This design comes from an exercise in tuning for small area, a short achievable clock period and few clock cycles on the open sky130 flow, not from production work. Function was checked by simulation only, so behaviour that the tests miss may differ from the original.

`design/flow/design.v`:
```
module geofence (clk, reset, X, Y, valid, is_inside);
    input clk;
    input reset;
    input [9:0] X;
    input [9:0] Y;
    output valid;
    output is_inside;
    reg [3:0] phase;
    reg [9:0] tx, ty;
    reg       vsx, vsy, lsx, lsy, rsx, rsy;
    reg [9:0] vmx, vmy_n, lmx_n, lmy, rmx_n, rmy;
    reg       inside_acc;
    reg       _valid, _inside;
    assign valid = _valid;
    assign is_inside = _inside;
    wire [10:0] ex = {1'b0, X} + {1'b0, ~tx};
    wire [10:0] ey = {1'b0, Y} + {1'b0, ~ty};
    wire        dsx = ~ex[10];
    wire        dsy = ~ey[10];
    wire [9:0]  dmx = dsx ? ~ex[9:0] : ex[9:0] + 10'd1;
    wire [9:0]  dmy = dsy ? ~ey[9:0] : ey[9:0] + 10'd1;
    wire ge_l, ge_r;   
    geofence_cmp cmp_l (.an(lmx_n), .bn(vmy_n), .c(vmx), .d(lmy), .msb(ge_l));
    geofence_cmp cmp_r (.an(rmx_n), .bn(vmy_n), .c(vmx), .d(rmy), .msb(ge_r));
    wire s1l = lsx ^ vsy, s2l = vsx ^ lsy;
    wire s1r = rsx ^ vsy, s2r = vsx ^ rsy;
    wire nl1 = s1l, nl0 = s1l ^ (s1l == s2l);
    wire nr1 = s1r, nr0 = s1r ^ (s1r == s2r);
    wire nl = ge_l ? nl1 : nl0;
    wire nr = ge_r ? nr1 : nr0;
    wire active = (phase >= 4'd3) && (phase <= 4'd7);
    wire [3:0] upd_l_t = {nl1 & nr1, nl1 & nr0, nl0 & nr1, nl0 & nr0};
    wire [3:0] upd_r_t = {~nl1 & ~nr1, ~nl1 & ~nr0, ~nl0 & ~nr1, ~nl0 & ~nr0};
    wire upd_l = active & upd_l_t[{ge_l, ge_r}];
    wire upd_r = active & upd_r_t[{ge_l, ge_r}];
    wire wrap = nl & ~nr;
    always @(posedge clk or posedge reset) begin
        if (reset) begin
            phase <= 4'd0;
            _valid <= 1'b0;
            _inside <= 1'b0;
        end else begin
            phase <= (phase == 4'd8) ? 4'd0 : phase + 4'd1;
            _valid <= (phase == 4'd7);
            if (phase == 4'd7) _inside <= inside_acc | wrap;
        end
    end
    always @(posedge clk) begin
        if (phase == 4'd0) begin
            tx <= X;
            ty <= Y;
        end
        vsx <= dsx; vsy <= dsy; vmx <= dmx; vmy_n <= ~dmy;
        if (phase == 4'd2) begin
            lsx <= vsx; lsy <= vsy; lmx_n <= ~vmx; lmy <= ~vmy_n;
            rsx <= vsx; rsy <= vsy; rmx_n <= ~vmx; rmy <= ~vmy_n;
            inside_acc <= 1'b0;
        end else begin
            if (upd_l) begin
                lsx <= vsx; lsy <= vsy; lmx_n <= ~vmx; lmy <= ~vmy_n;
            end
            if (upd_r) begin
                rsx <= vsx; rsy <= vsy; rmx_n <= ~vmx; rmy <= ~vmy_n;
            end
            if (active & wrap) inside_acc <= 1'b1;
        end
    end
endmodule
module geofence_cmp(input [9:0] an,bn,c,d, output msb);
  wire t1 = ~(an[0] | bn[0]);
  wire t2 = ~(c[0] & d[0]);
  wire t3 = ~(an[1] | bn[0]);
  wire t4 = ~(c[1] & d[0]);
  wire t5 = ~(an[2] | bn[0]);
  wire t6 = ~(c[2] & d[0]);
  wire t7 = ~(an[3] | bn[0]);
  wire t8 = ~(c[3] & d[0]);
  wire t9 = ~(an[4] | bn[0]);
  wire t10 = ~(c[4] & d[0]);
  wire t11 = ~(an[5] | bn[0]);
  wire t12 = ~(c[5] & d[0]);
  wire t13 = ~(an[6] | bn[0]);
  wire t14 = ~(c[6] & d[0]);
  wire t15 = ~(an[7] | bn[0]);
  wire t16 = ~(c[7] & d[0]);
  wire t17 = ~(an[8] | bn[0]);
  wire t18 = ~(c[8] & d[0]);
  wire t19 = ~(an[9] | bn[0]);
  wire t20 = ~(c[9] & d[0]);
  wire t21 = ~(an[0] | bn[1]);
  wire t22 = ~(c[0] & d[1]);
  wire t23 = ~(an[1] | bn[1]);
  wire t24 = ~(c[1] & d[1]);
  wire t25 = ~(an[2] | bn[1]);
  wire t26 = ~(c[2] & d[1]);
  wire t27 = ~(an[3] | bn[1]);
  wire t28 = ~(c[3] & d[1]);
  wire t29 = ~(an[4] | bn[1]);
  wire t30 = ~(c[4] & d[1]);
  wire t31 = ~(an[5] | bn[1]);
  wire t32 = ~(c[5] & d[1]);
  wire t33 = ~(an[6] | bn[1]);
  wire t34 = ~(c[6] & d[1]);
  wire t35 = ~(an[7] | bn[1]);
  wire t36 = ~(c[7] & d[1]);
  wire t37 = ~(an[8] | bn[1]);
  wire t38 = ~(c[8] & d[1]);
  wire t39 = ~(an[9] | bn[1]);
  wire t40 = ~(c[9] & d[1]);
  wire t41 = ~(an[0] | bn[2]);
  wire t42 = ~(c[0] & d[2]);
  wire t43 = ~(an[1] | bn[2]);
  wire t44 = ~(c[1] & d[2]);
  wire t45 = ~(an[2] | bn[2]);
  wire t46 = ~(c[2] & d[2]);
  wire t47 = ~(an[3] | bn[2]);
  wire t48 = ~(c[3] & d[2]);
  wire t49 = ~(an[4] | bn[2]);
  wire t50 = ~(c[4] & d[2]);
  wire t51 = ~(an[5] | bn[2]);
  wire t52 = ~(c[5] & d[2]);
  wire t53 = ~(an[6] | bn[2]);
  wire t54 = ~(c[6] & d[2]);
  wire t55 = ~(an[7] | bn[2]);
  wire t56 = ~(c[7] & d[2]);
  wire t57 = ~(an[8] | bn[2]);
  wire t58 = ~(c[8] & d[2]);
  wire t59 = ~(an[9] | bn[2]);
  wire t60 = ~(c[9] & d[2]);
  wire t61 = ~(an[0] | bn[3]);
  wire t62 = ~(c[0] & d[3]);
  wire t63 = ~(an[1] | bn[3]);
  wire t64 = ~(c[1] & d[3]);
  wire t65 = ~(an[2] | bn[3]);
  wire t66 = ~(c[2] & d[3]);
  wire t67 = ~(an[3] | bn[3]);
  wire t68 = ~(c[3] & d[3]);
  wire t69 = ~(an[4] | bn[3]);
  wire t70 = ~(c[4] & d[3]);
  wire t71 = ~(an[5] | bn[3]);
  wire t72 = ~(c[5] & d[3]);
  wire t73 = ~(an[6] | bn[3]);
  wire t74 = ~(c[6] & d[3]);
  wire t75 = ~(an[7] | bn[3]);
  wire t76 = ~(c[7] & d[3]);
  wire t77 = ~(an[8] | bn[3]);
  wire t78 = ~(c[8] & d[3]);
  wire t79 = ~(an[9] | bn[3]);
  wire t80 = ~(c[9] & d[3]);
  wire t81 = ~(an[0] | bn[4]);
  wire t82 = ~(c[0] & d[4]);
  wire t83 = ~(an[1] | bn[4]);
  wire t84 = ~(c[1] & d[4]);
  wire t85 = ~(an[2] | bn[4]);
  wire t86 = ~(c[2] & d[4]);
  wire t87 = ~(an[3] | bn[4]);
  wire t88 = ~(c[3] & d[4]);
  wire t89 = ~(an[4] | bn[4]);
  wire t90 = ~(c[4] & d[4]);
  wire t91 = ~(an[5] | bn[4]);
  wire t92 = ~(c[5] & d[4]);
  wire t93 = ~(an[6] | bn[4]);
  wire t94 = ~(c[6] & d[4]);
  wire t95 = ~(an[7] | bn[4]);
  wire t96 = ~(c[7] & d[4]);
  wire t97 = ~(an[8] | bn[4]);
  wire t98 = ~(c[8] & d[4]);
  wire t99 = ~(an[9] | bn[4]);
  wire t100 = ~(c[9] & d[4]);
  wire t101 = ~(an[0] | bn[5]);
  wire t102 = ~(c[0] & d[5]);
  wire t103 = ~(an[1] | bn[5]);
  wire t104 = ~(c[1] & d[5]);
  wire t105 = ~(an[2] | bn[5]);
  wire t106 = ~(c[2] & d[5]);
  wire t107 = ~(an[3] | bn[5]);
  wire t108 = ~(c[3] & d[5]);
  wire t109 = ~(an[4] | bn[5]);
  wire t110 = ~(c[4] & d[5]);
  wire t111 = ~(an[5] | bn[5]);
  wire t112 = ~(c[5] & d[5]);
  wire t113 = ~(an[6] | bn[5]);
  wire t114 = ~(c[6] & d[5]);
  wire t115 = ~(an[7] | bn[5]);
  wire t116 = ~(c[7] & d[5]);
  wire t117 = ~(an[8] | bn[5]);
  wire t118 = ~(c[8] & d[5]);
  wire t119 = ~(an[9] | bn[5]);
  wire t120 = ~(c[9] & d[5]);
  wire t121 = ~(an[0] | bn[6]);
  wire t122 = ~(c[0] & d[6]);
  wire t123 = ~(an[1] | bn[6]);
  wire t124 = ~(c[1] & d[6]);
  wire t125 = ~(an[2] | bn[6]);
  wire t126 = ~(c[2] & d[6]);
  wire t127 = ~(an[3] | bn[6]);
  wire t128 = ~(c[3] & d[6]);
  wire t129 = ~(an[4] | bn[6]);
  wire t130 = ~(c[4] & d[6]);
  wire t131 = ~(an[5] | bn[6]);
  wire t132 = ~(c[5] & d[6]);
  wire t133 = ~(an[6] | bn[6]);
  wire t134 = ~(c[6] & d[6]);
  wire t135 = ~(an[7] | bn[6]);
  wire t136 = ~(c[7] & d[6]);
  wire t137 = ~(an[8] | bn[6]);
  wire t138 = ~(c[8] & d[6]);
  wire t139 = ~(an[9] | bn[6]);
  wire t140 = ~(c[9] & d[6]);
  wire t141 = ~(an[0] | bn[7]);
  wire t142 = ~(c[0] & d[7]);
  wire t143 = ~(an[1] | bn[7]);
  wire t144 = ~(c[1] & d[7]);
  wire t145 = ~(an[2] | bn[7]);
  wire t146 = ~(c[2] & d[7]);
  wire t147 = ~(an[3] | bn[7]);
  wire t148 = ~(c[3] & d[7]);
  wire t149 = ~(an[4] | bn[7]);
  wire t150 = ~(c[4] & d[7]);
  wire t151 = ~(an[5] | bn[7]);
  wire t152 = ~(c[5] & d[7]);
  wire t153 = ~(an[6] | bn[7]);
  wire t154 = ~(c[6] & d[7]);
  wire t155 = ~(an[7] | bn[7]);
  wire t156 = ~(c[7] & d[7]);
  wire t157 = ~(an[8] | bn[7]);
  wire t158 = ~(c[8] & d[7]);
  wire t159 = ~(an[9] | bn[7]);
  wire t160 = ~(c[9] & d[7]);
  wire t161 = ~(an[0] | bn[8]);
  wire t162 = ~(c[0] & d[8]);
  wire t163 = ~(an[1] | bn[8]);
  wire t164 = ~(c[1] & d[8]);
  wire t165 = ~(an[2] | bn[8]);
  wire t166 = ~(c[2] & d[8]);
  wire t167 = ~(an[3] | bn[8]);
  wire t168 = ~(c[3] & d[8]);
  wire t169 = ~(an[4] | bn[8]);
  wire t170 = ~(c[4] & d[8]);
  wire t171 = ~(an[5] | bn[8]);
  wire t172 = ~(c[5] & d[8]);
  wire t173 = ~(an[6] | bn[8]);
  wire t174 = ~(c[6] & d[8]);
  wire t175 = ~(an[7] | bn[8]);
  wire t176 = ~(c[7] & d[8]);
  wire t177 = ~(an[8] | bn[8]);
  wire t178 = ~(c[8] & d[8]);
  wire t179 = ~(an[9] | bn[8]);
  wire t180 = ~(c[9] & d[8]);
  wire t181 = ~(an[0] | bn[9]);
  wire t182 = ~(c[0] & d[9]);
  wire t183 = ~(an[1] | bn[9]);
  wire t184 = ~(c[1] & d[9]);
  wire t185 = ~(an[2] | bn[9]);
  wire t186 = ~(c[2] & d[9]);
  wire t187 = ~(an[3] | bn[9]);
  wire t188 = ~(c[3] & d[9]);
  wire t189 = ~(an[4] | bn[9]);
  wire t190 = ~(c[4] & d[9]);
  wire t191 = ~(an[5] | bn[9]);
  wire t192 = ~(c[5] & d[9]);
  wire t193 = ~(an[6] | bn[9]);
  wire t194 = ~(c[6] & d[9]);
  wire t195 = ~(an[7] | bn[9]);
  wire t196 = ~(c[7] & d[9]);
  wire t197 = ~(an[8] | bn[9]);
  wire t198 = ~(c[8] & d[9]);
  wire t199 = ~(an[9] | bn[9]);
  wire t200 = ~(c[9] & d[9]);
  wire t201, t202;
  assign {t202, t201} = t19 + t20 + t37;
  wire t203 = t39 ^ t40;
  wire t204 = t39 & t40;
  wire t205, t206;
  assign {t206, t205} = t13 + t14 + t31;
  wire t207, t208;
  assign {t208, t207} = t15 + t16 + t33;
  wire t209, t210;
  assign {t210, t209} = t34 + t51 + t52;
  wire t211 = t69 ^ t70;
  wire t212 = t69 & t70;
  wire t213, t214;
  assign {t214, t213} = t17 + t18 + t35;
  wire t215, t216;
  assign {t216, t215} = t36 + t53 + t54;
  wire t217, t218;
  assign {t218, t217} = t71 + t72 + t89;
  wire t219, t220;
  assign {t220, t219} = t90 + t107 + t108;
  wire t221 = t125 ^ t126;
  wire t222 = t125 & t126;
  wire t223, t224;
  assign {t224, t223} = t38 + t55 + t56;
  wire t225, t226;
  assign {t226, t225} = t73 + t74 + t91;
  wire t227, t228;
  assign {t228, t227} = t92 + t109 + t110;
  wire t229, t230;
  assign {t230, t229} = t127 + t128 + t145;
  wire t231, t232;
  assign {t232, t231} = t146 + t163 + t164;
  wire t233 = t181 ^ t182;
  wire t234 = t181 & t182;
  wire t235, t236;
  assign {t236, t235} = t57 + t58 + t75;
  wire t237, t238;
  assign {t238, t237} = t76 + t93 + t94;
  wire t239, t240;
  assign {t240, t239} = t111 + t112 + t129;
  wire t241, t242;
  assign {t242, t241} = t130 + t147 + t148;
  wire t243, t244;
  assign {t244, t243} = t165 + t166 + t183;
  wire t245, t246;
  assign {t246, t245} = t184 + 1'b1 + t202;
  wire t247, t248;
  assign {t248, t247} = t59 + t60 + t77;
  wire t249, t250;
  assign {t250, t249} = t78 + t95 + t96;
  wire t251, t252;
  assign {t252, t251} = t113 + t114 + t131;
  wire t253, t254;
  assign {t254, t253} = t132 + t149 + t150;
  wire t255, t256;
  assign {t256, t255} = t167 + t168 + t185;
  wire t257, t258;
  assign {t258, t257} = t79 + t80 + t97;
  wire t259, t260;
  assign {t260, t259} = t98 + t115 + t116;
  wire t261, t262;
  assign {t262, t261} = t133 + t134 + t151;
  wire t263, t264;
  assign {t264, t263} = t99 + t100 + t117;
  wire t265, t266;
  assign {t266, t265} = t9 + t10 + t27;
  wire t267, t268;
  assign {t268, t267} = t11 + t12 + t29;
  wire t269, t270;
  assign {t270, t269} = t30 + t47 + t48;
  wire t271 = t65 ^ t66;
  wire t272 = t65 & t66;
  wire t273, t274;
  assign {t274, t273} = t32 + t49 + t50;
  wire t275, t276;
  assign {t276, t275} = t67 + t68 + t85;
  wire t277, t278;
  assign {t278, t277} = t86 + t103 + t104;
  wire t279 = t121 ^ t122;
  wire t280 = t121 & t122;
  wire t281, t282;
  assign {t282, t281} = t87 + t88 + t105;
  wire t283, t284;
  assign {t284, t283} = t106 + t123 + t124;
  wire t285, t286;
  assign {t286, t285} = t141 + t142 + 1'b1;
  wire t287, t288;
  assign {t288, t287} = t206 + t207 + t209;
  wire t289, t290;
  assign {t290, t289} = t143 + t144 + t161;
  wire t291, t292;
  assign {t292, t291} = t162 + 1'b1 + t208;
  wire t293, t294;
  assign {t294, t293} = t210 + t212 + t213;
  wire t295, t296;
  assign {t296, t295} = t215 + t217 + t219;
  wire t297, t298;
  assign {t298, t297} = 1'b1 + t201 + t214;
  wire t299, t300;
  assign {t300, t299} = t216 + t218 + t220;
  wire t301, t302;
  assign {t302, t301} = t222 + t223 + t225;
  wire t303, t304;
  assign {t304, t303} = t227 + t229 + t231;
  wire t305, t306;
  assign {t306, t305} = t203 + t224 + t226;
  wire t307, t308;
  assign {t308, t307} = t228 + t230 + t232;
  wire t309, t310;
  assign {t310, t309} = t234 + t235 + t237;
  wire t311, t312;
  assign {t312, t311} = t239 + t241 + t243;
  wire t313, t314;
  assign {t314, t313} = t186 + t204 + t236;
  wire t315, t316;
  assign {t316, t315} = t238 + t240 + t242;
  wire t317, t318;
  assign {t318, t317} = t244 + t246 + t247;
  wire t319, t320;
  assign {t320, t319} = t249 + t251 + t253;
  wire t321, t322;
  assign {t322, t321} = t152 + t169 + t170;
  wire t323, t324;
  assign {t324, t323} = t187 + t188 + t248;
  wire t325, t326;
  assign {t326, t325} = t250 + t252 + t254;
  wire t327, t328;
  assign {t328, t327} = t256 + t257 + t259;
  wire t329, t330;
  assign {t330, t329} = t118 + t135 + t136;
  wire t331, t332;
  assign {t332, t331} = t153 + t154 + t171;
  wire t333, t334;
  assign {t334, t333} = t172 + t189 + t190;
  wire t335, t336;
  assign {t336, t335} = t258 + t260 + t262;
  wire t337, t338;
  assign {t338, t337} = t119 + t120 + t137;
  wire t339, t340;
  assign {t340, t339} = t138 + t155 + t156;
  wire t341, t342;
  assign {t342, t341} = t173 + t174 + t191;
  wire t343, t344;
  assign {t344, t343} = t139 + t140 + t157;
  wire t345 = t5 ^ t6;
  wire t346 = t5 & t6;
  wire t347, t348;
  assign {t348, t347} = t7 + t8 + t25;
  wire t349, t350;
  assign {t350, t349} = t26 + t43 + t44;
  wire t351, t352;
  assign {t352, t351} = t28 + t45 + t46;
  wire t353, t354;
  assign {t354, t353} = t63 + t64 + t81;
  wire t355 = t82 ^ 1'b1;
  wire t356 = t82 & 1'b1;
  wire t357, t358;
  assign {t358, t357} = t83 + t84 + t101;
  wire t359, t360;
  assign {t360, t359} = t102 + 1'b1 + t266;
  wire t361, t362;
  assign {t362, t361} = t267 + t269 + t271;
  wire t363, t364;
  assign {t364, t363} = 1'b1 + t205 + t268;
  wire t365, t366;
  assign {t366, t365} = t270 + t272 + t273;
  wire t367, t368;
  assign {t368, t367} = t275 + t277 + t279;
  wire t369, t370;
  assign {t370, t369} = t211 + t274 + t276;
  wire t371, t372;
  assign {t372, t371} = t278 + t280 + t281;
  wire t373, t374;
  assign {t374, t373} = t283 + t285 + t287;
  wire t375, t376;
  assign {t376, t375} = t221 + t282 + t284;
  wire t377, t378;
  assign {t378, t377} = t286 + t288 + t289;
  wire t379, t380;
  assign {t380, t379} = t291 + t293 + t295;
  wire t381, t382;
  assign {t382, t381} = t233 + t290 + t292;
  wire t383, t384;
  assign {t384, t383} = t294 + t296 + t297;
  wire t385, t386;
  assign {t386, t385} = t299 + t301 + t303;
  wire t387, t388;
  assign {t388, t387} = t245 + t298 + t300;
  wire t389, t390;
  assign {t390, t389} = t302 + t304 + t305;
  wire t391, t392;
  assign {t392, t391} = t307 + t309 + t311;
  wire t393, t394;
  assign {t394, t393} = t255 + t306 + t308;
  wire t395, t396;
  assign {t396, t395} = t310 + t312 + t313;
  wire t397, t398;
  assign {t398, t397} = t315 + t317 + t319;
  wire t399, t400;
  assign {t400, t399} = t261 + t314 + t316;
  wire t401, t402;
  assign {t402, t401} = t318 + t320 + t321;
  wire t403, t404;
  assign {t404, t403} = t323 + t325 + t327;
  wire t405, t406;
  assign {t406, t405} = t263 + t322 + t324;
  wire t407, t408;
  assign {t408, t407} = t326 + t328 + t329;
  wire t409, t410;
  assign {t410, t409} = t331 + t333 + t335;
  wire t411, t412;
  assign {t412, t411} = t192 + t264 + t330;
  wire t413, t414;
  assign {t414, t413} = t332 + t334 + t336;
  wire t415, t416;
  assign {t416, t415} = t337 + t339 + t341;
  wire t417, t418;
  assign {t418, t417} = t158 + t175 + t176;
  wire t419, t420;
  assign {t420, t419} = t193 + t194 + t338;
  wire t421, t422;
  assign {t422, t421} = t340 + t342 + t343;
  wire t423, t424;
  assign {t424, t423} = t159 + t160 + t177;
  wire t425, t426;
  assign {t426, t425} = t178 + t195 + t196;
  wire t427 = t3 ^ t4;
  wire t428 = t3 & t4;
  wire t429, t430;
  assign {t430, t429} = t23 + t24 + t41;
  wire t431 = t42 ^ 1'b1;
  wire t432 = t42 & 1'b1;
  wire t433, t434;
  assign {t434, t433} = t61 + t62 + 1'b1;
  wire t435, t436;
  assign {t436, t435} = t346 + t347 + t349;
  wire t437, t438;
  assign {t438, t437} = t265 + t348 + t350;
  wire t439, t440;
  assign {t440, t439} = t351 + t353 + t355;
  wire t441, t442;
  assign {t442, t441} = t352 + t354 + t356;
  wire t443, t444;
  assign {t444, t443} = t357 + t359 + t361;
  wire t445, t446;
  assign {t446, t445} = t358 + t360 + t362;
  wire t447, t448;
  assign {t448, t447} = t363 + t365 + t367;
  wire t449, t450;
  assign {t450, t449} = t364 + t366 + t368;
  wire t451, t452;
  assign {t452, t451} = t369 + t371 + t373;
  wire t453, t454;
  assign {t454, t453} = t370 + t372 + t374;
  wire t455, t456;
  assign {t456, t455} = t375 + t377 + t379;
  wire t457, t458;
  assign {t458, t457} = t376 + t378 + t380;
  wire t459, t460;
  assign {t460, t459} = t381 + t383 + t385;
  wire t461, t462;
  assign {t462, t461} = t382 + t384 + t386;
  wire t463, t464;
  assign {t464, t463} = t387 + t389 + t391;
  wire t465, t466;
  assign {t466, t465} = t388 + t390 + t392;
  wire t467, t468;
  assign {t468, t467} = t393 + t395 + t397;
  wire t469, t470;
  assign {t470, t469} = t394 + t396 + t398;
  wire t471, t472;
  assign {t472, t471} = t399 + t401 + t403;
  wire t473, t474;
  assign {t474, t473} = t400 + t402 + t404;
  wire t475, t476;
  assign {t476, t475} = t405 + t407 + t409;
  wire t477, t478;
  assign {t478, t477} = t406 + t408 + t410;
  wire t479, t480;
  assign {t480, t479} = t411 + t413 + t415;
  wire t481, t482;
  assign {t482, t481} = t412 + t414 + t416;
  wire t483, t484;
  assign {t484, t483} = t417 + t419 + t421;
  wire t485, t486;
  assign {t486, t485} = t344 + t418 + t420;
  wire t487, t488;
  assign {t488, t487} = t422 + t423 + t425;
  wire t489, t490;
  assign {t490, t489} = t179 + t180 + t197;
  wire t491, t492;
  assign {t492, t491} = t198 + t424 + t426;
  wire t493 = t21 ^ t22;
  wire t494 = t21 & t22;
  wire t495, t496;
  assign {t496, t495} = t345 + t428 + t429;
  wire t497, t498;
  assign {t498, t497} = t430 + t432 + t433;
  wire t499, t500;
  assign {t500, t499} = t434 + t436 + t437;
  wire t501, t502;
  assign {t502, t501} = t438 + t440 + t441;
  wire t503, t504;
  assign {t504, t503} = t442 + t444 + t445;
  wire t505, t506;
  assign {t506, t505} = t446 + t448 + t449;
  wire t507, t508;
  assign {t508, t507} = t450 + t452 + t453;
  wire t509, t510;
  assign {t510, t509} = t454 + t456 + t457;
  wire t511, t512;
  assign {t512, t511} = t458 + t460 + t461;
  wire t513, t514;
  assign {t514, t513} = t462 + t464 + t465;
  wire t515, t516;
  assign {t516, t515} = t466 + t468 + t469;
  wire t517, t518;
  assign {t518, t517} = t470 + t472 + t473;
  wire t519, t520;
  assign {t520, t519} = t474 + t476 + t477;
  wire t521, t522;
  assign {t522, t521} = t478 + t480 + t481;
  wire t523, t524;
  assign {t524, t523} = t482 + t484 + t485;
  wire t525, t526;
  assign {t526, t525} = t486 + t488 + t489;
  wire t527, t528;
  assign {t528, t527} = t199 + t200 + t490;
  wire t529 = t1 ^ t2;
  wire t530 = t1 & t2;
  wire t531, t532;
  assign {t532, t531} = 1'b1 + t427 + t493;
  wire t533, t534;
  assign {t534, t533} = t431 + t494 + t495;
  wire t535, t536;
  assign {t536, t535} = t435 + t496 + t497;
  wire t537, t538;
  assign {t538, t537} = t439 + t498 + t499;
  wire t539, t540;
  assign {t540, t539} = t443 + t500 + t501;
  wire t541, t542;
  assign {t542, t541} = t447 + t502 + t503;
  wire t543, t544;
  assign {t544, t543} = t451 + t504 + t505;
  wire t545, t546;
  assign {t546, t545} = t455 + t506 + t507;
  wire t547, t548;
  assign {t548, t547} = t459 + t508 + t509;
  wire t549, t550;
  assign {t550, t549} = t463 + t510 + t511;
  wire t551, t552;
  assign {t552, t551} = t467 + t512 + t513;
  wire t553, t554;
  assign {t554, t553} = t471 + t514 + t515;
  wire t555, t556;
  assign {t556, t555} = t475 + t516 + t517;
  wire t557, t558;
  assign {t558, t557} = t479 + t518 + t519;
  wire t559, t560;
  assign {t560, t559} = t483 + t520 + t521;
  wire t561, t562;
  assign {t562, t561} = t487 + t522 + t523;
  wire t563, t564;
  assign {t564, t563} = t491 + t524 + t525;
  wire t565, t566;
  assign {t566, t565} = t492 + t526 + t527;
  wire [20:0] r0 = {1'b0, t528, t564, t562, t560, t558, t556, t554, t552, t550, t548, t546, t544, t542, t540, t538, t536, t534, t532, t530, 1'b1};
  wire [20:0] r1 = {1'b0, t566, t565, t563, t561, t559, t557, t555, t553, t551, t549, t547, t545, t543, t541, t539, t537, t535, t533, t531, t529};
  wire [20:0] s = r0 + r1;
  assign msb = s[20];
endmodule
```
`design/flow/flow/run.sh`:
```
#!/bin/bash
# The standard layout, with one step added after synthesis: flow/fapol.py
# picks the polarity of each full-adder cell (a full adder is self-dual), of
# each half adder (rebuilt from an xor and an and-type gate) and of 2-input
# and/or gates, so that few inverters are left in the carry-save trees, and
# puts each full adder's latest-arriving input on its fastest pin (CIN).
# It changes only combinational cells; the registers keep their names and cells.
# Each tool's output goes to a log here: synth.log, fapol.log, finish.log
# (ORFS also keeps each step's log under orfs/logs).
set -euo pipefail
R=orfs/results/$FLOW_PLATFORM/geofence/base
bash standard.sh synth > synth.log 2>&1
cp $R/1_2_yosys.v $R/1_2_yosys.std.v
python3 flow/fapol.py $R/1_2_yosys.std.v $R/1_2_yosys.v > fapol.log 2>&1
rm -f $R/1_synth.odb $R/1_synth.sdc
bash standard.sh finish > finish.log 2>&1
```
`design/flow/flow/fapol.py`:
```
#!/usr/bin/env python3
"""Picks signal polarities around the full and half adders of a Yosys netlist.

A full adder is self-dual: FA(~a, ~b, ~c) = (~sum, ~cout), so each sky130 fa
cell may be flipped (inputs and outputs taken complemented). A half adder is
rebuilt from an xor2/xnor2 and a 2-input and-type gate, which take inputs in
either polarity and give outputs in either polarity. 2-input and/nand/or/nor
gates may give their output complemented (and2 <-> nand2, or2 <-> nor2).
Inverters are put back only where a load needs the other polarity of a net
(at most one per net). Flips are chosen by simulated annealing on inverter
count and gate area. Then each full adder gets its latest-arriving input on
CIN, its fastest pin, and its earliest on A. Registers are not touched;
inverters that drive a port or an assign are left alone.
usage: fapol.py in.v out.v [seed]
"""
import re, sys, random, math
from collections import defaultdict
sys.setrecursionlimit(100000)

src = re.sub(r'\(\*.*?\*\)', '', open(sys.argv[1]).read())
seed = int(sys.argv[3]) if len(sys.argv) > 3 else 1
mstart = src.index('module ')
head_end = src.index(');', mstart) + 2
body = src[head_end:src.rindex('endmodule')]
stmts = re.findall(r'\s*(.*?;)', body, re.S)
decls = []; insts = []; others = []
inst_re = re.compile(r'(\S+)\s+(\S+)\s*\((.*)\)\s*;', re.S)
for s in stmts:
    t = s.strip()
    if t.startswith(('wire', 'input', 'output', 'reg')):
        decls.append(t)
    elif t.startswith('assign'):
        others.append(t)
    else:
        m = inst_re.match(t)
        assert m, t
        typ, name, pins = m.groups()
        pm = [(p, n.strip()) for p, n in re.findall(r'\.(\w+)\(([^()]*)\)', pins)]
        insts.append([typ, name, pm])

OUTP = {'X', 'Y', 'Q', 'Q_N', 'SUM', 'COUT', 'HI', 'LO'}
PFX = 'sky130_fd_sc_hd__'
def kind(t):
    b = t[len(PFX):] if t.startswith(PFX) else t
    m = re.fullmatch(r'(\w+?)_(\d+)', b)
    return (m.group(1), m.group(2)) if m else (b, '')
def is_inv(t): return kind(t)[0] == 'inv'
def is_fa(t): return kind(t)[0] == 'fa'
def is_ha(t): return kind(t)[0] == 'ha' and kind(t)[1] == '1'
FLEX = {'and2': 'nand2', 'nand2': 'and2', 'or2': 'nor2', 'nor2': 'or2'}
CHEAP = {'nand2', 'nor2'}
def is_flex(t):
    k, d = kind(t)
    return k in FLEX and d in ('0', '1', '2', '4') and (FLEX[k] + '_' + d) in LIBCELLS
LIBCELLS = set(re.findall(r'cell \("' + PFX + r'(\w+)"\)', open('/OpenROAD-flow-scripts/flow/platforms/sky130hd/lib/sky130_fd_sc_hd__tt_025C_1v80.lib').read()))

protected = set()
for o in others:
    for w in re.findall(r'\\?[A-Za-z_][\w$]*(?:\s*\[\d+\])?', o):
        protected.add(w.replace(' ', ''))
for d in decls:
    if d.startswith(('input', 'output')):
        for nm in re.sub(r'^(input|output)\s+(\[[^\]]*\]\s*)?', '', d).rstrip(';').split(','):
            protected.add(nm.strip())
pbase = set(p.split('[')[0].strip() for p in protected)
def is_prot(n): return n in protected or n.split('[')[0].strip() in pbase

drv = {}
for k, (t, n, pm) in enumerate(insts):
    for p, net in pm:
        if p in OUTP: drv[net] = k
removable = set()
for k, (t, n, pm) in enumerate(insts):
    if is_inv(t):
        d = dict(pm)
        if not is_prot(d['Y']) and d['A'] in drv:
            removable.add(k)
def root(net):
    par = 0
    while net in drv and drv[net] in removable:
        net = dict(insts[drv[net]][2])['A']; par ^= 1
    return net, par

fa_set = set(k for k, (t, n, pm) in enumerate(insts) if is_fa(t)
             and not any(is_prot(net) for p, net in pm if p in OUTP))
ha_set = set(k for k, (t, n, pm) in enumerate(insts) if is_ha(t)
             and not any(is_prot(net) for p, net in pm if p in OUTP))
flex_set = set(k for k, (t, n, pm) in enumerate(insts) if k not in removable and is_flex(t)
               and not any(is_prot(net) for p, net in pm if p in OUTP))
fa_ids = sorted(fa_set)

loads = defaultdict(list)   # root net -> [(inst, pin index, parity)]
for k, (t, n, pm) in enumerate(insts):
    if k in removable: continue
    for i, (p, net) in enumerate(pm):
        if p in OUTP: continue
        r, par = root(net)
        loads[r].append((k, i, par))
flip = defaultdict(int)
def drv_kind(r):
    k = drv.get(r)
    if k in fa_set: return 'fa'
    if k in ha_set or k in flex_set: return 'free'
    return 'fixed'
def wants(r):
    w = set()
    for (k, i, par) in loads[r]:
        if k in ha_set: continue          # a half adder takes either polarity
        w.add(par ^ (flip[k] if k in fa_set else 0))
    return w
def choose(r):
    """(driver polarity, cost) for root net r"""
    w = wants(r)
    dk = drv_kind(r)
    if dk == 'fa':
        d = flip[drv[r]]
    elif dk == 'free':
        if len(w) == 1: d = next(iter(w))
        else:
            d = 1 if kind(insts[drv[r]][0])[0] in FLEX and FLEX.get(kind(insts[drv[r]][0])[0]) in CHEAP and len(w) == 2 else 0
            if kind(insts[drv[r]][0])[0] in CHEAP: d = 0
    else:
        d = 0
    cost = 1.0 if any(x != d for x in w) else 0.0
    k = drv.get(r)
    if k in flex_set:
        base = kind(insts[k][0])[0]
        now = base if d == 0 else FLEX[base]
        if now not in CHEAP: cost += 0.67
    return d, cost
touch = {}
for k in fa_ids:
    s = set()
    for p, net in insts[k][2]:
        s.add(root(net)[0] if p not in OUTP else net)
    touch[k] = s
allnets = list(set(loads.keys()) | set(n for n in drv if drv[n] not in removable))
cost = sum(choose(r)[1] for r in allnets)
start = cost
rng = random.Random(seed)
best = cost; bestflip = dict(flip)
steps = 300000
for step in range(steps):
    T = 2.0 * (1 - step / steps) + 0.01
    k = rng.choice(fa_ids)
    before = sum(choose(r)[1] for r in touch[k])
    flip[k] ^= 1
    after = sum(choose(r)[1] for r in touch[k])
    d = after - before
    if d <= 0 or rng.random() < math.exp(-d / T):
        cost += d
        if cost < best - 1e-9:
            best = cost; bestflip = dict(flip)
    else:
        flip[k] ^= 1
flip = defaultdict(int, bestflip)
sys.stderr.write(f'cost {start:.1f} -> {best:.1f}; flipped {sum(flip.values())} of {len(fa_ids)} adders\n')

# rebuild
pol = {}
for r in allnets: pol[r] = choose(r)[0]
new_insts = []; new_wires = []; invnet = {}
cnt = [0]
def fresh(prefix):
    cnt[0] += 1
    return f'_{prefix}{cnt[0]}_'
def get_inv(r):
    if r not in invnet:
        n = fresh('pol'); invnet[r] = n; new_wires.append(n)
        new_insts.append([PFX + 'inv_1', fresh('polinv'), [('A', r), ('Y', n)]])
    return invnet[r]
rewired = {}; inpol = {}
for r, ls in loads.items():
    d = pol.get(r, 0)
    for (k, i, par) in ls:
        if k in ha_set:
            rewired[(k, i)] = r
            inpol[(k, i)] = par ^ d        # physical = wanted ^ inpol
            continue
        w = par ^ (flip[k] if k in fa_set else 0)
        rewired[(k, i)] = get_inv(r) if w != d else r
out_insts = []
for k, (t, n, pm) in enumerate(insts):
    if k in removable: continue
    pm2 = [(p, rewired.get((k, i), net)) for i, (p, net) in enumerate(pm)]
    if k in flex_set:
        outn = [v for p, v in pm2 if p in OUTP][0]
        if pol.get(outn, 0):
            b, dstr = kind(t)
            t = PFX + FLEX[b] + '_' + dstr
            op = 'Y' if FLEX[b] in CHEAP else 'X'
            pm2 = [((op if p in ('X', 'Y') else p), v) for p, v in pm2]
    if k in ha_set:
        d = dict(pm2)
        pa = inpol[(k, [p for p, v in pm].index('A'))]
        pb = inpol[(k, [p for p, v in pm].index('B'))]
        ps = pol.get(d['SUM'], 0); pc = pol.get(d['COUT'], 0)
        A, B = d['A'], d['B']
        xt = 'xor2_1' if (pa ^ pb ^ ps) == 0 else 'xnor2_1'
        out_insts.append([PFX + xt, n + 's', [('A', A), ('B', B), ('X' if xt == 'xor2_1' else 'Y', d['SUM'])]])
        # carry: a & b, inputs physical A = a ^ pa, B = b ^ pb, output c ^ pc
        if pa == 0 and pb == 0:
            ct, pins = ('and2_1', 'X') if pc == 0 else ('nand2_1', 'Y'), [('A', A), ('B', B)]
        elif pa == 1 and pb == 1:
            ct, pins = ('nor2_1', 'Y') if pc == 0 else ('or2_1', 'X'), [('A', A), ('B', B)]
        else:
            An, Bp = (A, B) if pa == 1 else (B, A)   # An carries ~x, Bp carries y
            ct, pins = ('and2b_1', 'X') if pc == 0 else ('nand2b_1', 'Y'), [('A_N', An), ('B', Bp)]
        out_insts.append([PFX + ct[0], n + 'c', pins + [(ct[1], d['COUT'])]])
        continue
    out_insts.append([t, n, pm2])
out_insts += new_insts

# pin order of full adders by estimated arrival
FA_D = {'A': (0.57, 0.45), 'B': (0.54, 0.42), 'CIN': (0.52, 0.40)}
odrv = {}
for idx, (t, n, pm) in enumerate(out_insts):
    for p, net in pm:
        if p in OUTP: odrv[net] = (idx, p)
SEQ = ('dfxtp', 'dfrtp', 'edfxtp', 'dfstp', 'dfbbp', 'dfxbp', 'dfrbp', 'sdf', 'dlx', 'conb')
arr = {}
def arrival(net):
    if net in arr: return arr[net]
    d = odrv.get(net)
    if d is None:
        arr[net] = 0.0; return 0.0
    t, n, pm = out_insts[d[0]]
    b = kind(t)[0]
    if b.startswith(SEQ):
        arr[net] = 0.4; return 0.4
    arr[net] = 0.0
    ins = [(p, v) for p, v in pm if p not in OUTP]
    if is_fa(t):
        k = 0 if d[1] == 'SUM' else 1
        a = max(arrival(v) + FA_D[p][k] for p, v in ins)
    else:
        dl = 0.06 if b == 'inv' else 0.25 if b.startswith('x') else 0.2
        a = max([arrival(v) for p, v in ins] or [0.0]) + dl
    arr[net] = a
    return a
swapped = 0
for _ in range(3):
    arr.clear()
    for idx, (t, n, pm) in enumerate(out_insts):
        if not is_fa(t): continue
        d = dict(pm)
        nets = sorted([d['A'], d['B'], d['CIN']], key=arrival)
        new = {'A': nets[0], 'B': nets[1], 'CIN': nets[2]}
        if new != {'A': d['A'], 'B': d['B'], 'CIN': d['CIN']}:
            swapped += 1
            out_insts[idx][2] = [(p, new.get(p, v)) for p, v in pm]
sys.stderr.write(f'adders with inputs reordered: {swapped}\n')

out = [src[:head_end]]
for d in decls: out.append('  ' + d)
for w in new_wires: out.append(f'  wire {w};')
for t, n, pm in out_insts:
    pins = ',\n'.join(f'    .{p}({v}' + (' )' if v.startswith('\\') else ')') for p, v in pm)
    name = n if not n.startswith('\\') else n
    out.append(f'  {t} {name} (\n{pins}\n  );')
for o in others: out.append('  ' + o)
out.append('endmodule')
open(sys.argv[2], 'w').write('\n'.join(out) + '\n')
cnt_inv = sum(1 for t, n, pm in out_insts if is_inv(t))
sys.stderr.write(f'inverters {sum(1 for t,n,pm in insts if is_inv(t))} -> {cnt_inv}\n')
```
`design/flow/standard.sh`:
```
#!/bin/bash
# synth_recipe.tcl (not shown) runs the flow's synth.tcl, then flattens the netlist and writes it again
# the make line also repeats each setting of config.mk as NAME=value (left out here)
make -C /OpenROAD-flow-scripts/flow DESIGN_CONFIG=/design/flow/config.mk WORK_HOME=/design/flow/orfs CLKGATE_MAP_FILE= SYNTH_SCRIPT=/design/flow/synth_recipe.tcl "${@:-finish}"
```
`design/flow/config.mk`:
```
export PLATFORM = sky130hd
export DESIGN_NAME = geofence
export DESIGN_NICKNAME = geofence
export VERILOG_FILES = /design/flow/design.v
export SDC_FILE = /design/flow/constraint.sdc
export NUM_CORES = 4
export LEC_CHECK = 0
export ABC_CLOCK_PERIOD_IN_PS = 6000
export CAP_MARGIN = 20
export CORE_MARGIN = 2
export CORE_UTILIZATION = 60
export SETUP_SLACK_MARGIN = 5
export SLEW_MARGIN = 20
```
`design/flow/constraint.sdc`:
```
create_clock -name core_clock -period 12.0 [get_ports {clk}]
set_input_delay 2.4000 -clock core_clock [delete_from_list [all_inputs] [get_ports {clk}]]
set_output_delay 2.4000 -clock core_clock [all_outputs]
set_load 0.01 [all_outputs]
```
==> impl_metrics.py, run 1 <==
metrics = {
    "status": {
        "status": "no timing/DRC/antenna violations",
    },
    "critical_path": {
        "crit_top_cell": "fa_1",
        "crit_path_start_kind": "flop",
        "rr_startpoint": "rmx_n[4]$_DFFE_PP_",
        "path_cells": "nor2_2, fa_1, fa_1, fa_1, fa_1, fa_1, fa_1, xor2_1, a21o_1, a221o_1, a221oi_2, o211ai_1, mux2i_1, inv_1, o41ai_4, buf_4",
        "slowest_delay_ns": 0.79,
        "arrival_ns": 6.74,
        "required_ns": 12.02,
        "critical_path.top_delay_family": "adder cells",
        "crit_type": "flop to flop",
        "cp-end-kind": "flop",
        "path_max_fanout": 16,
        "cp_num_buf_inv": 2,
        "critPathLaunch": "rmx_n[4]$_DFFE_PP_",
        "critPathSlowestCell": "edfxtp_1",
    },
    "clocking": {
        "cts_buffer_depth": 2,
        "root_buffer": "clkbuf_16",
        "cts_sinks": 93,
        "cts_setup_buffers": 0,
        "path_clk_slew_ns": 0.07,
        "htreeDepth": 3,
        "cts_tree": "yes",
        "cts_buffers": 9,
        "insertion_delay_ns": 0.33,
    },
    "global_routing": {
        "antenna_found_initial": 0,
        "grt_use_total_pct": 29.57,
        "grt_start_max_net_pins": 23,
        "grt_first_pass_wirelength_um": 55270,
        "grt.overflow.total": 0,
        "grt_pass1_vias": 10610,
    },
    "floorplan": {
        "io_pins": 24,
        "rows": 56,
        "initial_core_util_pct": 60.84,
        "core_mm2": 0.02340,
        "die-area_mm2": 0.02498,
        "die_y_um": 158.1,
        "die_w_um": 158.1,
    },
    "route": {
        "drc": 0,
        "vias": 9693,
        "postRouteAntennaNets": 0,
        "firstDrtPassIters": 5,
        "routed_via_density": 5.857,
        "drt-initial-drc-count": 653,
        "post_drt_wl_per_cell_um": 20.39,
        "wl_um": 33750,
    },
    "timing": {
        "setup_ws_ns": 5.285,
        "slew_violations": 0,
        "hold_violations": 0,
        "fin_crit_ns": 6.715,
        "clock_skew_ns": 0.006794,
        "maxSlewHeadroom_pct": 42.21,
        "setup_tns_ns": 0,
        "hold_ws_ns": 0.5454,
        "grt_setup_unrepaired": "no",
        "worstMarginPinSlew_ns": 0.8668,
        "clock.fmax_mhz": 148.9,
        "period_share_pct": 55.96,
        "finalSetupViolCount": 0,
    },
    "placed_design": {
        "pre_cts_slack_ns": 5.026,
        "hpwlAfterDp_um": 25500,
        "routabilityCongestion": 0.8539,
        "portBuffers": 23,
    },
    "synth": {
        "yosysWarningCount": 1,
        "synth_area_per_cell_um2": 10.58,
        "syn-num-nets": 1696,
        "synthesis.instances": 1346,
        "synth_area_mm2": 0.01424,
    },
    "final_layout": {
        "antenna_cells": 0,
        "area.growth.synth_to_final_pct": 5.949,
        "drive_gt1_share_pct": 12.95,
        "n_fill_cell": 1913,
        "final_cell_mix": "fa_1 (328), nand2_1 (214), nor2_2 (124), nor2_1 (90), xor2_1 (76)",
        "final_common_cell": "fa_1",
        "nets": 1681,
        "fin_util_pct": 64.46,
    },
    "run": {
        "cap_violations": 0,
    },
    "min_path": {
        "hold_path.class": "flop to flop",
        "min_from": "phase[1]$_DFF_PP0_",
    },
}
flip-flops by register name, indices dropped and copies added (netlist names):
name and count:
ty 10, _valid 1, vsy 1, vsx 1, vmx 10, inside_acc 1
_inside 1, lmy 10, lsy 1, rsy 1, rmx_n 10, phase 4
vmy_n 10, lsx 1, rmy 10, lmx_n 10, rsx 1, tx 10
per-layer routing:
metal	vias to the layer above	global-route usage [%]	routed length [µm]
li1	4196	-	-
met1	4941	37.80	12450
met2	439	51.84	17260
met3	117	4.435	2740
met4	0	10.08	1300
met5	-	0	0
path summary, 6_finish.rpt:
check | cells after the start | to | slack, ns
setup reg to reg | 16 | rmx_n[8]$_DFFE_PP_ | 5.29
hold reg to reg | 1 | phase[1]$_DFF_PP0_ | 0.55
hold / removal | 1 | phase[1]$_DFF_PP0_ | 0.55
setup / recovery | 16 | rmx_n[8]$_DFFE_PP_ | 5.29
min in group asynchronous | 2 | phase[0]$_DFF_PP0_ | 2.27
max in group asynchronous | 2 | _inside$_DFFE_PP0P_ | 9.54
area by class of cell:
| cell class | instances | area [µm²] | area share (%) |
|---|---|---|---|
| inverters | 45 | 168.9 | 1.120 |
| multi-input cells | 1139 | 11310 | 74.99 |
| flip-flops and latches | 93 | 2537 | 16.82 |
| clock buffers | 12 | 257.7 | 1.709 |
| well taps | 319 | 399.1 | 2.646 |
| clock inverters | 4 | 30.03 | 0.1991 |
| repair buffers | 43 | 380.4 | 2.521 |
stage by stage:
step                      instance area, µm²  instances
final                                  15090       1655
after global routing                   15090       1655
after CTS                              15080       1655
after detailed placement               14790       1639
after global placement                 14790       1639
after floorplan                        14250       1346
worst register-to-register path: cells and delay by family (launching register included):
kind,cells,cell delay [ns]
adders and majority gates,6,2.90
AOI/OAI and AO/OA,5,1.60
DFF,1,0.79
buffers and inverters,2,0.46
muxes,1,0.37
xor gates and xnor gates,1,0.18
and+or+nand+nor,1,0.11
timing repair:
item | in CTS | in global routing
hold buffers | 0 | 0
setup endpoints to repair | 0 | 38
gates resized for setup | 0 | 5
Testbench counts, summed over its fixed seeds: cycles 10,800.
==> run 2, diff against run 1 <==
--- a/design/flow/flow/run.sh
+++ b/design/flow/flow/run.sh
@@ -14,3 +14,3 @@
 python3 flow/fapol.py $R/1_2_yosys.std.v $R/1_2_yosys.v > fapol.log 2>&1
 rm -f $R/1_synth.odb $R/1_synth.sdc
-bash standard.sh finish > finish.log 2>&1
+bash standard.sh SETUP_SLACK_MARGIN=6.5 MATCH_CELL_FOOTPRINT=0 finish > finish.log 2>&1
==> run 2 against run 1 <==
Against the previous run:
- design area increased by 11%
- die area unchanged
- critical endpoint is now rmx_n[2]$_DFFE_PP_
- non-clock buffer count increased by 115
- maximum frequency increased by 8.9%
- first-iteration DRC count increased by 19%
==> impl_metrics.py, run 2 <==
metrics = {
    "placed_design": {
        "portBuffers": 23,
        "pre_cts_slack_ns": 5.379,
        "hpwlAfterDp_um": 25960,
        "dpl.cell_count": 1641,
        "routabilityCongestion": 0.8655,
    },
    "final_layout": {
        "n_fill_cell": 1758,
        "drive_gt1_share_pct": 22.54,
        "final_cell_mix": "fa_1 (315), nand2_1 (214), nor2_2 (128), buf_4 (84), nor2_1 (83)",
        "fin_util_pct": 71.29,
        "nets": 1796,
        "area.growth.synth_to_final_pct": 17.18,
        "fin_cells": 1770,
        "antenna_cells": 0,
        "final_common_cell": "fa_1",
    },
    "synth": {
        "synthesis.instances": 1346,
        "synth_area_mm2": 0.01424,
        "yosysWarningCount": 1,
        "syn-num-nets": 1696,
        "synth_area_per_cell_um2": 10.58,
    },
    "clocking": {
        "htreeDepth": 3,
        "cts_buffers": 9,
        "cts_tree": "yes",
        "path_clk_slew_ns": 0.07,
        "insertion_delay_ns": 0.34,
        "root_buffer": "clkbuf_16",
        "cts_buffer_depth": 2,
        "cts_sinks": 93,
    },
    "timing": {
        "clock_skew_ns": 0.009425,
        "period_share_pct": 51.36,
        "setup_tns_ns": 0,
        "finalSetupViolCount": 0,
        "maxSlewHeadroom_pct": 40.81,
        "grt_setup_unrepaired": "yes",
        "worstMarginPinSlew_ns": 0.8879,
        "clock.fmax_mhz": 162.2,
        "hold_violations": 0,
        "setup_ws_ns": 5.837,
        "fin_crit_ns": 6.163,
        "slew_violations": 0,
    },
    "critical_path": {
        "cp-end-kind": "flop",
        "critPathSlowestCell": "fa_2",
        "crit_type": "flop to flop",
        "arrival_ns": 6.22,
        "rr_startpoint": "rmx_n[7]$_DFFE_PP_",
        "required_ns": 12.06,
        "crit_path_start_kind": "flop",
        "r2r_setup_slack_ns": 5.84,
        "path_cells": "buf_6, nor2_4, fa_1, fa_2, fa_2, fa_2, fa_1, fa_1, xor2_2, a21o_1, a221o_1, a221oi_2, o211ai_1, mux2i_2, inv_1, o41ai_4, buf_6, clkbuf_16",
        "r2r_cells": 18,
        "rr_endpoint": "rmx_n[2]$_DFFE_PP_",
        "slowest_delay_ns": 0.61,
        "path_max_fanout": 5,
    },
    "min_path": {
        "hold-path-cell-count": 1,
        "hold_path.class": "flop to flop",
        "whs_endpoint": "phase[1]$_DFF_PP0_",
        "min_from": "phase[1]$_DFF_PP0_",
    },
    "route": {
        "firstDrtPassIters": 5,
        "postRouteAntennaNets": 0,
        "routed_via_density": 5.802,
        "vias": 10270,
        "drc": 0,
        "post_drt_wl_per_cell_um": 21.21,
        "drt-initial-drc-count": 780,
        "wl_um": 37550,
    },
    "floorplan": {
        "io_pins": 24,
        "die_w_um": 158.1,
        "initial_core_util_pct": 60.84,
        "die-area_mm2": 0.02498,
        "rows": 56,
        "die_y_um": 158.1,
        "core_mm2": 0.02340,
    },
    "global_routing": {
        "grt_start_max_net_pins": 22,
        "grt_first_pass_wirelength_um": 60230,
        "grt_pass1_vias": 11540,
        "antenna_found_initial": 1,
        "grt.overflow.total": 0,
        "grt_use_total_pct": 32.68,
    },
    "run": {
        "cap_violations": 0,
    },
    "status": {
        "status": "no timing/DRC/antenna violations",
    },
}
## run 2: worst max path at each step
stage / startpoint / end / slack [ns] / cells past startpoint
after floorplan: rmx_n[5]$_DFFE_PP_ / rmx_n[0]$_DFFE_PP_ / 5.94 / 15
after global placement: lmx_n[5]$_DFFE_PP_ / lmy[1]$_DFFE_PP_ / 5.40 / 16
after detailed placement: lmx_n[5]$_DFFE_PP_ / lmy[1]$_DFFE_PP_ / 5.38 / 16
after CTS: rmx_n[6]$_DFFE_PP_ / rmx_n[4]$_DFFE_PP_ / 5.94 / 19
after global routing: rmx_n[6]$_DFFE_PP_ / rmy[1]$_DFFE_PP_ / 5.67 / 19
final: rmx_n[7]$_DFFE_PP_ / rmx_n[2]$_DFFE_PP_ / 5.84 / 18
## run 2: metrics by stage
step | cell area [µm²] | hold slack [ns]
2_1_floorplan | 14360 | 0.4842
3_3_place_gp | 14830 | 0.5198
3_5_place_dp | 14830 | 0.5168
4_1_cts | 16570 | 0.5286
5_1_grt | 16680 | 0.5545
6_report | 16680 | 0.5316
## run 2: layout make-up
class / count / area, µm² / share of cell area, %
Multi-Input combinational cell: 1139 / 11440 / 68.59
Clock buffer: 9 / 225.2 / 1.350
Clock inverter: 7 / 65.06 / 0.3900
Sequential cell: 93 / 2574 / 15.43
Timing Repair Buffer: 158 / 1809 / 10.84
Inverter: 45 / 168.9 / 1.012
Tap cell: 319 / 399.1 / 2.392
## run 2: worst max-delay path: cells and delay by family (launching register included)
| family | cells | cell delay [ns] |
|---|---|---|
| buffers and inverters | 4 | 0.61 |
| xor gates and xnor gates | 1 | 0.17 |
| and+or+nand+nor | 1 | 0.11 |
| adders and majority gates | 6 | 2.83 |
| DFF | 1 | 0.42 |
| muxes | 1 | 0.32 |
| AOI/OAI and AO/OA | 5 | 1.41 |
## run 2: what timing repair did
item | CTS | global route
cloned | 15 | 0
resized for setup | 108 | 12
pin swaps | 18 | 6
hold buffers | 0 | 0
endpoints found under the setup margin | 46 | 46
buffers inserted | 92 | 6
## run 2: routing by layer
layer	global-route usage [%]	part of all wire (%)	up-vias
met5	0	0	-
met4	15.10	5.3	0
met3	6.105	7.5	144
met2	57.76	52	437
met1	38.80	36	5256
li1	-	-	4432

==> separate check: timing with driven ports <==
How much do the figures lean on ideal ports? The routed layouts below were timed once more, with nothing changed but the port constraints.
Step 1 sets driving cells, clkbuf_16 on the clock port and buf_2 on the other inputs (assumed; they add their load-dependent delay and slew).
Step 2 also shifts input and output timing later by t, the mid clock arrival at the registers, as if the neighbouring blocks saw the same clock.
Three values: ideal, step 1, step 2; two values: the first two.
run | t, ns | setup slack, ns | hold WS [ns] | clock arrival spread, ns
run 1 | 0.369 | 5.285 / 5.285 / 5.285 | 0.545 / 0.545 / 0.545 | 0.007 / 0.007
run 2 | 0.378 | 5.837 / 5.837 / 5.837 | 0.532 / 0.532 / 0.532 | 0.010 / 0.010
After both steps every run listed still meets setup and hold.
